What follows belongs to an exercise in optimizing a design on an open flow for small area and a short achievable clock period; a production flow would make more cautious choices. The RTL was checked by simulation tests, not by an equivalence proof against the original design. Power and IR drop assume default switching activity.

Setup of the reference run:
Design residual_block, start of the top module:
module residual_block (
    input clk,
    input rst,
    input start,
    output reg done,
    input  signed [127:0] input_tensor,
    input  [7:0]  conv1_weights_flat,
    input  [7:0]  conv1_bias_flat,
    input  [31:0] conv2_weights_flat,
    input  [7:0]  conv2_bias_flat,
    input  [7:0]  conv3_weights_flat,
    input  [7:0]  conv3_bias_flat,
    input  [7:0]  conv_shortcut_weights_flat,
    input  [7:0]  conv_shortcut_bias_flat,
    output reg signed [71:0] output_tensor
);
Size: about 1600 cells after synthesis, ~280 flip-flops, roughly 18000 sq um of cells after synthesis.
export LEC_CHECK = 0
export CAP_MARGIN = 20
export CORE_MARGIN = 2
export CORE_UTILIZATION = 40
export SLEW_MARGIN = 20
export SYNTH_HIERARCHICAL = 1
create_clock -name core_clock -period 10.0 [get_ports {clk}]
standard.sh (not shown) runs the stock make flow with config.mk's settings and CLKGATE_MAP_FILE= SYNTH_SCRIPT=/design/flow/synth_recipe.tcl, a recipe that flattens the netlist after the stock synthesis.
==> flow/flow/run.sh <==
#!/bin/bash
set -euo pipefail
export BUFFER_PORTS_ARGS="-buffer_cell sky130_fd_sc_hd__buf_1"
export SETUP_SLACK_MARGIN=6.3
bash standard.sh > standard_flow.log 2>&1
[inputs] the trial run vs the reference run
==> flow/flow/run.sh <==
#!/bin/bash
set -euo pipefail
export BUFFER_PORTS_ARGS="-buffer_cell sky130_fd_sc_hd__buf_1"
bash standard.sh > standard_flow.log 2>&1
Findings:
- The trial run vs. the reference run: sequential share of layout area now sits at about the same level, net switching power of the design now sits at about the same level.
- Overall power consumption essentially unchanged between the trial run and the reference run.
- ~same total wirelength of the detailed-routed design in the trial run and the reference run
- The trial run reports its critical-path cell with the highest stage delay as sky130_fd_sc_hd__ha_1 while the reference run reports sky130_fd_sc_hd__fa_2.
- Looking at critical path depth in cells across the trial run and the reference run, the one that comes out higher is the reference run.
- The trial run -> the reference run: met3 layer wire length in the routed design flat
- Number of cell instances on the worst register-to-register path for the trial run: 4 down relative to the reference run
- Share of the clock period used by the worst path after layout up 2.4 points in the trial run wrt the reference run
- As far as detailed-routing wirelength on met1 is concerned, the trial run and the reference run perform about the same.

* * *

Another version of the RTL of residual_block (not shown whole).
For scale: about 1,500 cells after synthesis, ~280 flip-flops.
export LEC_CHECK = 0
export CAP_MARGIN = 20
export CORE_MARGIN = 2
export CORE_UTILIZATION = 40
export SLEW_MARGIN = 20
export SYNTH_HIERARCHICAL = 1
create_clock -name core_clock -period 10.0 [get_ports {clk}]
==> flow/flow/run.sh <==
#!/bin/bash
set -euo pipefail
export BUFFER_PORTS_ARGS="-buffer_cell sky130_fd_sc_hd__buf_1"
export SETUP_SLACK_MARGIN=6.7
export TNS_END_PERCENT=0
bash standard.sh > standard_flow.log 2>&1
The starting point completed with no timing, DRC or antenna violations.
Rerun with:
--- a/flow/config.mk
+++ b/flow/config.mk
@@ -10,2 +10,4 @@
 export CORE_UTILIZATION = 40
+export CTS_CLUSTER_DIAMETER = 200
+export CTS_CLUSTER_SIZE = 30
 export SLEW_MARGIN = 20
After rerunning:
- synthesized area is unchanged
- worst hold slack improved by 0.030 ns
- total power shrinks by a little under a tenth
- utilization shrinks by 1.6 points
- worst setup slack loses 0.018 ns
- die area is unchanged
- non-clock buffer count is lower by 1
- design area went down by a few percent
- sequential share of layout area came out higher by 1.1 points
- critical path depth is lower by 1
- fmax drops slightly
Rerun with:
--- a/flow/config.mk
+++ b/flow/config.mk
@@ -9,5 +9,5 @@
 export CORE_MARGIN = 2
-export CORE_UTILIZATION = 40
-export CTS_CLUSTER_DIAMETER = 200
-export CTS_CLUSTER_SIZE = 30
+export CORE_UTILIZATION = 65
+export CTS_CLUSTER_DIAMETER = 150
+export CTS_CLUSTER_SIZE = 24
 export SLEW_MARGIN = 20
After rerunning:
- The new run finished clean
- setup slack improved by 0.025 ns
- critical path depth does not change
- global-route usage grows by 11 points
- clock power came out higher by 4.4%
Rerun with:
--- a/flow/config.mk
+++ b/flow/config.mk
@@ -9,3 +9,3 @@
 export CORE_MARGIN = 2
-export CORE_UTILIZATION = 65
+export CORE_UTILIZATION = 40
 export CTS_CLUSTER_DIAMETER = 150
After rerunning: The new run completed with no timing, DRC or antenna violations. Design area came out higher by 1.2%. Wire length came out higher by 3.1%. Synthesized area is unchanged. Synthesized cell count stays the same. Worst setup slack loses 0.033 ns.

* * *

== run 1 ==
residual_block again, from the RTL that the note above started with.
// residual_block
module residual_block (
    input clk,
    input rst,
    input start,
    output reg done,
    input  signed [127:0] input_tensor,
    input  [7:0]  conv1_weights_flat,
    input  [7:0]  conv1_bias_flat,
    input  [31:0] conv2_weights_flat,
    input  [7:0]  conv2_bias_flat,
    input  [7:0]  conv3_weights_flat,
    input  [7:0]  conv3_bias_flat,
    input  [7:0]  conv_shortcut_weights_flat,
    input  [7:0]  conv_shortcut_bias_flat,
    output reg signed [71:0] output_tensor
);
    reg [3:0] cnt;
    always @(posedge clk or posedge rst) begin
        if (rst) begin
            cnt  <= 4'd0;
            done <= 1'b0;
        end else if (!start) begin
            cnt  <= 4'd0;
            done <= 1'b0;
        end else begin
            if (cnt != 4'd11) cnt <= cnt + 4'd1;
            if (cnt == 4'd11) done <= 1'b1;
        end
    end
    wire [3:0] cnt_inc = (cnt != 4'd11) ? cnt + 4'd1 : cnt;
    reg [1:0] ohn, own;
    always @(*) begin
        case (cnt_inc)
            4'd0: begin ohn = 2'd0; own = 2'd0; end
            4'd1: begin ohn = 2'd0; own = 2'd1; end
            4'd2: begin ohn = 2'd0; own = 2'd2; end
            4'd3: begin ohn = 2'd1; own = 2'd0; end
            4'd4: begin ohn = 2'd1; own = 2'd1; end
            4'd5: begin ohn = 2'd1; own = 2'd2; end
            4'd6: begin ohn = 2'd2; own = 2'd0; end
            4'd7: begin ohn = 2'd2; own = 2'd1; end
            default: begin ohn = 2'd2; own = 2'd2; end
        endcase
    end
    reg hr0, hr1, hc0, hc1, ohp, owp;
    always @(posedge clk) begin
        hr0 <= start & (ohn != 2'd0);
        hr1 <= start & (ohn == 2'd2);
        hc0 <= start & (own != 2'd0);
        hc1 <= start & (own == 2'd2);
        ohp <= start & ohn[0];
        owp <= start & own[0];
    end
    reg [7:0] X0, X1, X2, X3, WR0, WR1, WR2, WR3;
    always @(posedge clk) begin
  ...
Settings: LEC_CHECK=0, CAP_MARGIN=20, CORE_MARGIN=2, CORE_UTILIZATION=65, CTS_CLUSTER_DIAMETER=150, CTS_CLUSTER_SIZE=24, SLEW_MARGIN=20, SYNTH_HIERARCHICAL=1; clock period 10.0 ns.
Scripts as last shown in full above: flow/flow/run.sh
Run 1 completed every stage of the flow, and the final layout passed the timing, DRC and antenna checks.
For run 2, these inputs were changed with respect to run 1:
Settings: CTS_CLUSTER_DIAMETER: 150 -> unset; CTS_CLUSTER_SIZE: 24 -> unset.
Findings:
In the final reports, the cell area of run 2 is larger than that of run 1. Reported for run 1 and run 2, post-CTS setup repair buffer count turned out identical to the last digit. Re count of antenna-violating nets left after detailed routing: no difference whatsoever between run 1 and run 2.
What run 3 does differently from run 2 at the input level:
Settings: GPL_TIMING_DRIVEN newly set to 1; CTS_CLUSTER_SIZE newly set to 24; CTS_CLUSTER_DIAMETER newly set to 150.
--- outcome ---
- Diff run 2 -> run 3: share of total power consumed by net switching now sits higher, power per cell area dropped 3.8%, number of detailed-route iterations in the first pass essentially unchanged, hold slack +9.2 ps.
- Run 3 consumes less power than run 2 does.
- The run showing the smaller internal portion of total power is run 3.
- Summary — global routing usage summed across all routing layers, run 3 relative to run 2: lower, by 0.75 points.
- Shortest period the worst path allows (run 3 over run 2): decrease, 34 ps
- Run 2 has lower fmax than run 3.
Modified inputs, run 4 compared to run 3
Settings: GPL_TIMING_DRIVEN removed (was 1).
--- a/flow/flow/run.sh
+++ b/flow/flow/run.sh
@@ -4 +4 @@
-export SETUP_SLACK_MARGIN=6.7
+export SETUP_SLACK_MARGIN=6.85
Time the final worst path needs with I/O delays and setup up 68 ps in run 4 wrt run 3
Relative to run 3, the maximum vdd drop measured on run 4 has decreased by more than 10%.
Sort run 3 and run 4 by met2 track demand over resource, descending, and run 3 comes first.
Run 4 reports its critical path launch point as Cp[3] while run 3 reports S2[11].
Register cell area after layout: run 3 vs run 4 — no meaningful difference
Diff run 3 -> run 4 | switching part of the total power | increase of 0.33 points
Run 4 went all the way through synthesis, placement and routing and the layout is clean on timing, DRC and antenna.
Run 3: flow completed, timing, DRC and antenna clean
Total die area essentially unchanged between run 4 and run 3.
Global routing met1 resource utilization on run 4 is down relative to run 3.
Total power after layout shrinks by a few percent when moving from run 3 to run 4.
Ratio of final minimum period to clock period (higher): run 4
Looking at number of clock buffer instances in the layout, run 4 sits 1 lower than run 3 does.
Run 4 vs run 3 — first-pass GRT wire length dropped about 1%.
Changes in run 5 relative to run 4:
Settings: CTS_CLUSTER_DIAMETER: 150 -> 200; CTS_CLUSTER_SIZE: 24 -> 30.
--- a/flow/flow/run.sh
+++ b/flow/flow/run.sh
@@ -4 +4 @@
-export SETUP_SLACK_MARGIN=6.85
+export SETUP_SLACK_MARGIN=6.7
## What came out
Wire length on met2 delta for run 5 relative to run 4: 490 um higher. Run 5: count of buffers added by post-CTS timing repair for setup higher than run 4. Against run 4, run 5 reports a worst path setup slack after routing that is higher. Start point of the critical path: S2[11] -> run 5, Cp[3] -> run 4. Run 4 and run 5 ended up with roughly the same global-route usage.

==> static timing again, ports no longer ideal <==
Ports are ideal in the flow. The routed layouts listed here were re-timed in OpenROAD.
Step 1 assumes that a clkbuf_16 drives the clock port and a buf_2 every other input.
Step 2 also shifts input and output timing later by t, the mid clock arrival at the registers, as if the neighbouring blocks saw the same clock.
a / b / c = no drivers / after step 1 / after step 2; a / b = the first two.
run | t (ns) | slack for setup (ns) | worst setup path at the end
the reference run | 0.630 | 6.513 / 6.513 / 6.383 | input to register
the trial run | 0.631 | 6.277 / 6.277 / 6.277 | register to register
the first run of note 2 | 0.611 | 6.607 / 6.607 / 6.321 | input to register
the second run of note 2 | 0.550 | 6.589 / 6.589 / 6.347 | input to register
the third run of note 2 | 0.540 | 6.613 / 6.613 / 6.321 | input to register
the fourth run of note 2 | 0.553 | 6.581 / 6.581 / 6.333 | input to register
run 1 | 0.540 | 6.613 / 6.613 / 6.321 | input to register
run 2 | 0.599 | 6.579 / 6.579 / 6.315 | input to register
run 3 | 0.540 | 6.613 / 6.613 / 6.321 | input to register
run 4 | 0.541 | 6.545 / 6.545 / 6.324 | input to register
run 5 | 0.549 | 6.608 / 6.608 / 6.337 | input to register
After both steps every run listed still meets setup and hold.
